From an optimization exercise on the open Yosys and OpenROAD flow, aimed at small area, a short achievable clock period and few clock cycles per item; shortcuts taken in it are not production practice.
In this exercise RTL edits were held to simulation tests only and were not proved equivalent to the original.

$ cat run.sh
#!/bin/bash
# synth_recipe.tcl (not shown) runs the flow's synth.tcl, then flattens the netlist and writes it again
# the make line also repeats each setting of config.mk as NAME=value (left out here)
make -C /OpenROAD-flow-scripts/flow DESIGN_CONFIG=/design/flow/config.mk WORK_HOME=/design/flow/orfs CLKGATE_MAP_FILE= SYNTH_SCRIPT=/design/flow/synth_recipe.tcl finish
$ cat config.mk
export PLATFORM = sky130hd
export DESIGN_NAME = Practica_1
export DESIGN_NICKNAME = Practica_1
export VERILOG_FILES = /design/flow/design.v
export SDC_FILE = /design/flow/constraint.sdc
export NUM_CORES = 4
export LEC_CHECK = 0
export ABC_AREA = 1
export CAP_MARGIN = 20
export CORE_MARGIN = 2
export CORE_UTILIZATION = 40
export SLEW_MARGIN = 20
$ cat constraint.sdc
create_clock -name core_clock -period 12.0 [get_ports {clk}]
set_input_delay 2.4000 -clock core_clock [delete_from_list [all_inputs] [get_ports {clk}]]
set_output_delay 2.4000 -clock core_clock [all_outputs]
set_load 0.01 [all_outputs]
$ cat design.v
module BCD_Head
#(
	parameter K = 7,
	parameter SW = (K <= 7) ? 15 : 16
)
(
	input [14:0] bits_in,
	output [SW-1:0] state
);
	function automatic [3:0] bcd_add3(input [3:0] i);
		bcd_add3[3] = i[3] | (i[2] & (i[1] | i[0]));
		bcd_add3[2] = (i[3] & i[0]) | (i[2] & ~i[1] & ~i[0]);
		bcd_add3[1] = (i[3] & ~i[0]) | (~i[2] & i[1]) | (i[1] & i[0]);
		bcd_add3[0] = (i[3] & ~i[0]) | (~i[3] & ~i[2] & i[0]) | (i[2] & i[1] & ~i[0]);
	endfunction
	logic [19:0] s;
	integer k;
	always_comb begin
		s = 20'd0;
		for (k = 14; k > 14 - K; k = k - 1) begin
			if (k <= 10) s[3:0] = bcd_add3(s[3:0]);
			if (k <= 7)  s[7:4] = bcd_add3(s[7:4]);
			s = {s[18:0], bits_in[k]};
		end
	end
	assign state = {s[SW-16+K:0], bits_in[14-K:0]};
endmodule
module BCD_16Bit
#(
	parameter K = 7,
	parameter SW = (K <= 7) ? 15 : 16
)
(
	input [SW-1:0] state,
	output [3:0] uni,
	output [3:0] dec,
	output [3:0] cen,
	output [3:0] thou,
	output [3:0] thou2
);
	function automatic [3:0] bcd_add3(input [3:0] i);
		bcd_add3[3] = i[3] | (i[2] & (i[1] | i[0]));
		bcd_add3[2] = (i[3] & i[0]) | (i[2] & ~i[1] & ~i[0]);
		bcd_add3[1] = (i[3] & ~i[0]) | (~i[2] & i[1]) | (i[1] & i[0]);
		bcd_add3[0] = (i[3] & ~i[0]) | (~i[3] & ~i[2] & i[0]) | (i[2] & i[1] & ~i[0]);
	endfunction
	logic [19:0] s;
	integer k;
	always_comb begin
		s = 20'd0;
		s[SW-16+K:0] = state[SW-1:15-K];
		for (k = 14 - K; k >= 0; k = k - 1) begin
			if (k <= 10) s[3:0]   = bcd_add3(s[3:0]);
			if (k <= 7)  s[7:4]   = bcd_add3(s[7:4]);
			if (k <= 4)  s[11:8]  = bcd_add3(s[11:8]);
			if (k <= 0)  s[15:12] = bcd_add3(s[15:12]);
			s = {s[18:0], state[k]};
		end
	end
	assign uni = s[3:0];
	assign dec = s[7:4];
	assign cen = s[11:8];
	assign thou = s[15:12];
	assign thou2 = s[19:16];
endmodule
module SegmentDisplay
(
	input [3:0]value,
	output [6:0]Seg_Result
);
	wire d3 = value[3], d2 = value[2], d1 = value[1], d0 = value[0];
	wire a = d3 | d1 | ~(d2 ^ d0);
	wire b = ~d2 | ~(d1 ^ d0);
	wire c = d2 | ~d1 | d0;
	wire d = d3 | (~d2 & ~d0) | (~d2 & d1) | (d1 & ~d0) | (d2 & ~d1 & d0);
	wire e = ~d0 & (~d2 | d1);
	wire f = d3 | (~d1 & ~d0) | (d2 & ~d1) | (d2 & ~d0);
	wire g = d3 | (d2 ^ d1) | (d1 & ~d0);
	assign Seg_Result = ~{g, f, e, d, c, b, a};
endmodule
module Seq_Multiplier
(
	input [7:0] multiplier,
	input [7:0] multiplicand,
	output [14:0] product,
	output signBit
);
	wire sa = multiplier[7];
	wire sb = multiplicand[7];
	function automatic [7:0] magnitude(input [7:0] x);
		integer i;
		magnitude[0] = x[0];
		for (i = 1; i < 8; i = i + 1)
			magnitude[i] = x[i] ^ (x[7] & |(x & ((8'd1 << i) - 8'd1)));
	endfunction
	wire [7:0] ma = magnitude(multiplier);
	wire [7:0] mb = magnitude(multiplicand);
	wire pp_0_0 = (ma[0] & mb[0]);
	wire pp_0_1 = (ma[0] & mb[1]);
	wire pp_0_2 = (ma[0] & mb[2]);
	wire pp_0_3 = (ma[0] & mb[3]);
	wire pp_0_4 = (ma[0] & mb[4]);
	wire pp_0_5 = (ma[0] & mb[5]);
	wire pp_0_6 = (ma[0] & mb[6]);
	wire pp_1_0 = (ma[1] & mb[0]);
	wire pp_1_1 = (ma[1] & mb[1]);
	wire pp_1_2 = (ma[1] & mb[2]);
	wire pp_1_3 = (ma[1] & mb[3]);
	wire pp_1_4 = (ma[1] & mb[4]);
	wire pp_1_5 = (ma[1] & mb[5]);
	wire pp_1_6 = (ma[1] & mb[6]);
	wire pp_2_0 = (ma[2] & mb[0]);
	wire pp_2_1 = (ma[2] & mb[1]);
	wire pp_2_2 = (ma[2] & mb[2]);
	wire pp_2_3 = (ma[2] & mb[3]);
	wire pp_2_4 = (ma[2] & mb[4]);
	wire pp_2_5 = (ma[2] & mb[5]);
	wire pp_2_6 = (ma[2] & mb[6]);
	wire pp_3_0 = (ma[3] & mb[0]);
	wire pp_3_1 = (ma[3] & mb[1]);
	wire pp_3_2 = (ma[3] & mb[2]);
	wire pp_3_3 = (ma[3] & mb[3]);
	wire pp_3_4 = (ma[3] & mb[4]);
	wire pp_3_5 = (ma[3] & mb[5]);
	wire pp_3_6 = (ma[3] & mb[6]);
	wire pp_4_0 = (ma[4] & mb[0]);
	wire pp_4_1 = (ma[4] & mb[1]);
	wire pp_4_2 = (ma[4] & mb[2]);
	wire pp_4_3 = (ma[4] & mb[3]);
	wire pp_4_4 = (ma[4] & mb[4]);
	wire pp_4_5 = (ma[4] & mb[5]);
	wire pp_4_6 = (ma[4] & mb[6]);
	wire pp_5_0 = (ma[5] & mb[0]);
	wire pp_5_1 = (ma[5] & mb[1]);
	wire pp_5_2 = (ma[5] & mb[2]);
	wire pp_5_3 = (ma[5] & mb[3]);
	wire pp_5_4 = (ma[5] & mb[4]);
	wire pp_5_5 = (ma[5] & mb[5]);
	wire pp_5_6 = (ma[5] & mb[6]);
	wire pp_6_0 = (ma[6] & mb[0]);
	wire pp_6_1 = (ma[6] & mb[1]) | (ma[7] & mb[0]) | (mb[7] & ma[0]);
	wire pp_6_2 = (ma[6] & mb[2]) | (ma[7] & mb[1]) | (mb[7] & ma[1]);
	wire pp_6_3 = (ma[6] & mb[3]) | (ma[7] & mb[2]) | (mb[7] & ma[2]);
	wire pp_6_4 = (ma[6] & mb[4]) | (ma[7] & mb[3]) | (mb[7] & ma[3]);
	wire pp_6_5 = (ma[6] & mb[5]) | (ma[7] & mb[4]) | (mb[7] & ma[4]);
	wire pp_6_6 = (ma[6] & mb[6]) | (ma[7] & mb[5]) | (mb[7] & ma[5]);
	wire px_13 = (ma[7] & mb[6]) | (mb[7] & ma[6]);
	wire px_14 = (ma[7] & mb[7]);
	wire hs0 = pp_0_6 ^ pp_1_5;
	wire hc0 = pp_0_6 & pp_1_5;
	wire hs1 = pp_1_6 ^ pp_2_5;
	wire hc1 = pp_1_6 & pp_2_5;
	wire hs2 = pp_0_4 ^ pp_1_3;
	wire hc2 = pp_0_4 & pp_1_3;
	wire fs3 = pp_0_5 ^ pp_1_4 ^ pp_2_3;
	wire fc3 = (pp_0_5 & pp_1_4) | (pp_0_5 & pp_2_3) | (pp_1_4 & pp_2_3);
	wire hs4 = pp_3_2 ^ pp_4_1;
	wire hc4 = pp_3_2 & pp_4_1;
	wire fs5 = hs0 ^ pp_2_4 ^ pp_3_3;
	wire fc5 = (hs0 & pp_2_4) | (hs0 & pp_3_3) | (pp_2_4 & pp_3_3);
	wire fs6 = pp_4_2 ^ pp_5_1 ^ pp_6_0;
	wire fc6 = (pp_4_2 & pp_5_1) | (pp_4_2 & pp_6_0) | (pp_5_1 & pp_6_0);
	wire fs7 = hc0 ^ hs1 ^ pp_3_4;
	wire fc7 = (hc0 & hs1) | (hc0 & pp_3_4) | (hs1 & pp_3_4);
	wire fs8 = pp_4_3 ^ pp_5_2 ^ pp_6_1;
	wire fc8 = (pp_4_3 & pp_5_2) | (pp_4_3 & pp_6_1) | (pp_5_2 & pp_6_1);
	wire fs9 = hc1 ^ pp_2_6 ^ pp_3_5;
	wire fc9 = (hc1 & pp_2_6) | (hc1 & pp_3_5) | (pp_2_6 & pp_3_5);
	wire fs10 = pp_4_4 ^ pp_5_3 ^ pp_6_2;
	wire fc10 = (pp_4_4 & pp_5_3) | (pp_4_4 & pp_6_2) | (pp_5_3 & pp_6_2);
	wire fs11 = pp_3_6 ^ pp_4_5 ^ pp_5_4;
	wire fc11 = (pp_3_6 & pp_4_5) | (pp_3_6 & pp_5_4) | (pp_4_5 & pp_5_4);
	wire hs12 = pp_0_3 ^ pp_1_2;
	wire hc12 = pp_0_3 & pp_1_2;
	wire fs13 = hs2 ^ pp_2_2 ^ pp_3_1;
	wire fc13 = (hs2 & pp_2_2) | (hs2 & pp_3_1) | (pp_2_2 & pp_3_1);
	wire fs14 = hc2 ^ fs3 ^ hs4;
	wire fc14 = (hc2 & fs3) | (hc2 & hs4) | (fs3 & hs4);
	wire fs15 = fc3 ^ hc4 ^ fs5;
	wire fc15 = (fc3 & hc4) | (fc3 & fs5) | (hc4 & fs5);
	wire fs16 = fc5 ^ fc6 ^ fs7;
	wire fc16 = (fc5 & fc6) | (fc5 & fs7) | (fc6 & fs7);
	wire fs17 = fc7 ^ fc8 ^ fs9;
	wire fc17 = (fc7 & fc8) | (fc7 & fs9) | (fc8 & fs9);
	wire fs18 = fc9 ^ fc10 ^ fs11;
	wire fc18 = (fc9 & fc10) | (fc9 & fs11) | (fc10 & fs11);
	wire fs19 = fc11 ^ pp_4_6 ^ pp_5_5;
	wire fc19 = (fc11 & pp_4_6) | (fc11 & pp_5_5) | (pp_4_6 & pp_5_5);
	wire hs20 = pp_0_2 ^ pp_1_1;
	wire hc20 = pp_0_2 & pp_1_1;
	wire fs21 = hs12 ^ pp_2_1 ^ pp_3_0;
	wire fc21 = (hs12 & pp_2_1) | (hs12 & pp_3_0) | (pp_2_1 & pp_3_0);
	wire fs22 = hc12 ^ fs13 ^ pp_4_0;
	wire fc22 = (hc12 & fs13) | (hc12 & pp_4_0) | (fs13 & pp_4_0);
	wire fs23 = fc13 ^ fs14 ^ pp_5_0;
	wire fc23 = (fc13 & fs14) | (fc13 & pp_5_0) | (fs14 & pp_5_0);
	wire fs24 = fc14 ^ fs15 ^ fs6;
	wire fc24 = (fc14 & fs15) | (fc14 & fs6) | (fs15 & fs6);
	wire fs25 = fc15 ^ fs16 ^ fs8;
	wire fc25 = (fc15 & fs16) | (fc15 & fs8) | (fs16 & fs8);
	wire fs26 = fc16 ^ fs17 ^ fs10;
	wire fc26 = (fc16 & fs17) | (fc16 & fs10) | (fs17 & fs10);
	wire fs27 = fc17 ^ fs18 ^ pp_6_3;
	wire fc27 = (fc17 & fs18) | (fc17 & pp_6_3) | (fs18 & pp_6_3);
	wire fs28 = fc18 ^ fs19 ^ pp_6_4;
	wire fc28 = (fc18 & fs19) | (fc18 & pp_6_4) | (fs19 & pp_6_4);
	wire fs29 = fc19 ^ pp_5_6 ^ pp_6_5;
	wire fc29 = (fc19 & pp_5_6) | (fc19 & pp_6_5) | (pp_5_6 & pp_6_5);
	wire [14:0] rx = {px_14, px_13, fc29, fc28, fc27, fc26, fc25, fc24, fc23, fc22, fc21, hc20, hs20, pp_0_1, pp_0_0};
	wire [14:0] ry = {1'b0, 1'b0, pp_6_6, fs29, fs28, fs27, fs26, fs25, fs24, fs23, fs22, fs21, pp_2_0, pp_1_0, 1'b0};
	assign product = rx + ry;
	assign signBit = (sa & ~sb & |multiplicand) | (sb & ~sa & |multiplier);
endmodule
module Practica_1
#(
	parameter NBits = 8,
	parameter N2Bits = NBits*2,
	parameter K = 8,	 
	parameter SW = (K <= 7) ? 15 : 16	 
)
(
	input clk,
	input reset,
	input start,
	input [NBits-1:0] multiplier,
	input [NBits-1:0] multiplicand,
	output [6:0]uni_Seg_out,
	output [6:0]dec_Seg_out,
	output [6:0]cen_Seg_out,
	output [6:0]thou_Seg_out,
	output [6:0]thou2_Seg_out,
	output [6:0]sign_Seg_out,
	output ready
);
wire [14:0] prod;
wire [SW-1:0] bcd_state;
wire minus;
Seq_Multiplier SM1 (.multiplier(multiplier), .multiplicand(multiplicand), .product(prod), .signBit(minus));
BCD_Head #(K) BH1 (.bits_in(prod), .state(bcd_state));
logic [SW-1:0] state_q;
logic minus_q;
logic ready_q;
always_ff @(posedge clk) begin
	state_q <= bcd_state;
	minus_q <= minus;
end
always_ff @(posedge clk, negedge reset) begin
	if (!reset) ready_q <= 1'b0;
	else ready_q <= start;
end
wire [3:0] uni, dec, cen, thou, thou2;
BCD_16Bit #(K) BCD1 (.state(state_q), .uni(uni), .dec(dec), .cen(cen), .thou(thou), .thou2(thou2));
SegmentDisplay SD0 (.value(uni),   .Seg_Result(uni_Seg_out));
SegmentDisplay SD1 (.value(dec),   .Seg_Result(dec_Seg_out));
SegmentDisplay SD2 (.value(cen),   .Seg_Result(cen_Seg_out));
SegmentDisplay SD3 (.value(thou),  .Seg_Result(thou_Seg_out));
SegmentDisplay SD4 (.value(thou2), .Seg_Result(thou2_Seg_out));
assign sign_Seg_out = minus_q ? 7'h3F : 7'h7F;
assign ready = ready_q;
endmodule
==> notes.md <==
-- sequential cells by signal, indices dropped and copies added, names as in the netlist --
name and count:
ready_q 1, minus_q 1, state_q 16
-- path summary, 6_finish.rpt --
| check | start | endpoint | slack (ps) | cells after the start |
|---|---|---|---|---|
| max | multiplicand[0] | state_q[9] | 3690 | 31 |
| min | reset | ready_q | 2290 | 1 |
| max in group asynchronous | reset | ready_q | 9610 | 1 |
| min in group core_clock | start | ready_q | 2590 | 1 |
-- cell usage in the layout (no fill, tap or decap), types with 15 or more instances in the layout --
cell type and instances:
inv_1 134, nand2_2 22, xor2_1 17, dfxtp_1 17, nand2_1 234, ha_1 42
clkdlybuf4s50_1 52, nand3_1 68, fa_1 25, nor2_1 102, a21oi_1 27, inv_2 17
o21ai_0 15
-- metrics by stage --
step | area [um^2] | hold WS [ps]
after floorplan | 4810 | 2100
after global placement | 5420 | 2550
after detailed placement | 5420 | 2550
after CTS | 5510 | 2290
after global routing | 5510 | 2290
final | 5510 | 2290
-- layout make-up --
cell class | instances | area [um^2] | share of cell area [%]
sequential | 18 | 365 | 6.64
clock buffer | 4 | 88.8 | 1.61
timing repair buffer | 52 | 520 | 9.45
inverter | 151 | 567 | 10.3
tap | 143 | 179 | 3.25
multi-input combinational | 647 | 3780 | 68.8
-- cell families after synthesis --
family | count (synthesis) | synth area share (%)
compound gates | 72 | 9.04
simple gates | 479 | 44.2
fa+ha+maj | 67 | 21.4
flops | 18 | 7.63
xor+xnor | 20 | 3.66
buf+inv | 164 | 13.9
other cells | 2 | 0.157
-- layer usage --
metal	track usage, %	share of wire, %
met1	21.1	47
met2	29.5	50
met3	0.478	2.4
met4	1.95	0.44
met5	0	0
-- worst max-delay path: cells and delay by family --
kind,cells,cell delay (ps)
adders and majority gates,5,2150
and+or+nand+nor,14,1420
xor gates and xnor gates,2,880
AOI/OAI and AO/OA,5,840
buffers and inverters,5,760
==> results.yml <==
run_status:
  status: "timing/DRC/antenna clean"
sta:
  finalSetupTns_ps: 0
  fin_crit_ps: 8310
  tightest_slew_ps: 672
  setup_viol: 0
  setup_ws_ps: 3690
  maxSlewHeadroom_pct: 55.0
  report.final.slew_viol_count: 0
  fin_crit_sh_pct: 69.3
  timing.fmax_mhz: 120
  rsz0062_at_grt: "no"
  finalHoldViolCount: 0
routing:
  avgRoutedWirePerCell_um: 9.93
  num_vias: 4888
  dr.pass1.iters: 4
  viasPerCell: 4.82
  ant_nets: 0
  drtIter0Drc: 173
  drc_errors: 0
  routed_wl_mm: 10.1
final_layout:
  fin_cells: 1015
  fin_util_pct: 47.6
  n_fill_cell: 1249
  layout-drive-gt1-share_pct: 8.94
  nNetsFinal: 959
  antenna-diode-count: 0
  synthToLayoutAreaGrowth_pct: 15.0
critical_path:
  cp.arrival_ps: 8450
  slowest_stage: "fa_1"
  cp_data_required_time_ps: 12140
  cp_max_fo: 7
  critPathLaunchType: "primary input"
  cpPeakStageDelay_ps: 540
  worst-setup-path-type: "in2reg"
  crit_top_cell: "nand2_1"
  end_kind: "register"
logic_synthesis:
  dominantRegCellSynth: "dfxtp_1"
  synth_edf_count: 0
  synth.distinct_cells: 43
  synth_seq_cells: 18
  ys.warnings.count: 4
  synth.largest_area_cell: "nand2_1"
  netlist_top_cells_area: "nand2_1 (18%), ha_1 (11%), inv_1 (11%)"
  synth.most_common_cell: "nand2_1"
  synth-seq-area-share_pct: 7.63
  synth.top_cell.area_share_pct: 18.3
  avgSynthCellArea_um2: 5.83
  synth_common_cells: "nand2_1 (234), inv_1 (134), nor2_1 (102)"
  syn_area_mm2: 0.00479
  syn_inst: 822
  async_flop_share_pct: 5.56
clock_tree:
  clock_sinks: 18
  htreeDepth: 1
  root_buffer: "clkbuf_16"
  clk_pin_slew_worst_paths_ps: 50
  cts_resized: 0
  post_cts.repair.setup_buffers: 0
  cts_tree: "done"
  cts_buffers: 3
  holdBufCountCts: 0
  clockBufferDepth: 2
global_route:
  grt_usage_pct: 15.8
  grt_max_degree: 11
  antenna_found_initial: 0
  grt-ovfl-total: 0
  grt_pass1_vias: 4373
  grt_pass1_wl_mm: 18.1
place:
  hpwl_mm: 8.95
  placed_cells: 1011
  portBuffers: 52
  dp_worst_setup_slack_ps: 3500
  gp_congestion: 0.846
die:
  dieArea_mm2: 0.0129
  die_w_um: 113
  die_y_um: 113
  design.core.area_mm2: 0.0116
  initial_core_util_pct: 41.4
  num_rows: 39
  pin_count: 62
flow_run:
  maxCapViolations: 0
worst_hold_path:
  min_path_type: "in2async"
Testbench counts, summed over its fixed seeds: cycles 16,000, items 8,000.

-- afterwards: timing with drivers on the ports --
Ports are ideal in the flow. The routed layout listed here was re-timed in OpenROAD. Step 1 sets driving cells, clkbuf_16 on the clock port and buf_2 on the other inputs (assumed; they add their load-dependent delay and slew). Step 2 also shifts input and output timing later by t, the mid clock arrival at the registers, as if the neighbouring blocks saw the same clock. Slacks: no drivers / after step 1 / after step 2; pairs: no drivers / after step 1.
t (ns): 0.276
setup slack, ns: 3.688 / 3.693 / 3.418
hold WS [ns]: 2.293 / 2.293 / 2.568
worst setup path after step 2: input to register
latest minus earliest clock arrival (ns): 0.005 / 0.005
After both steps this run still meets setup and hold. For this run, drivers alone change the setup slack by +0.005 ns; drivers and shift together by -0.270 ns.
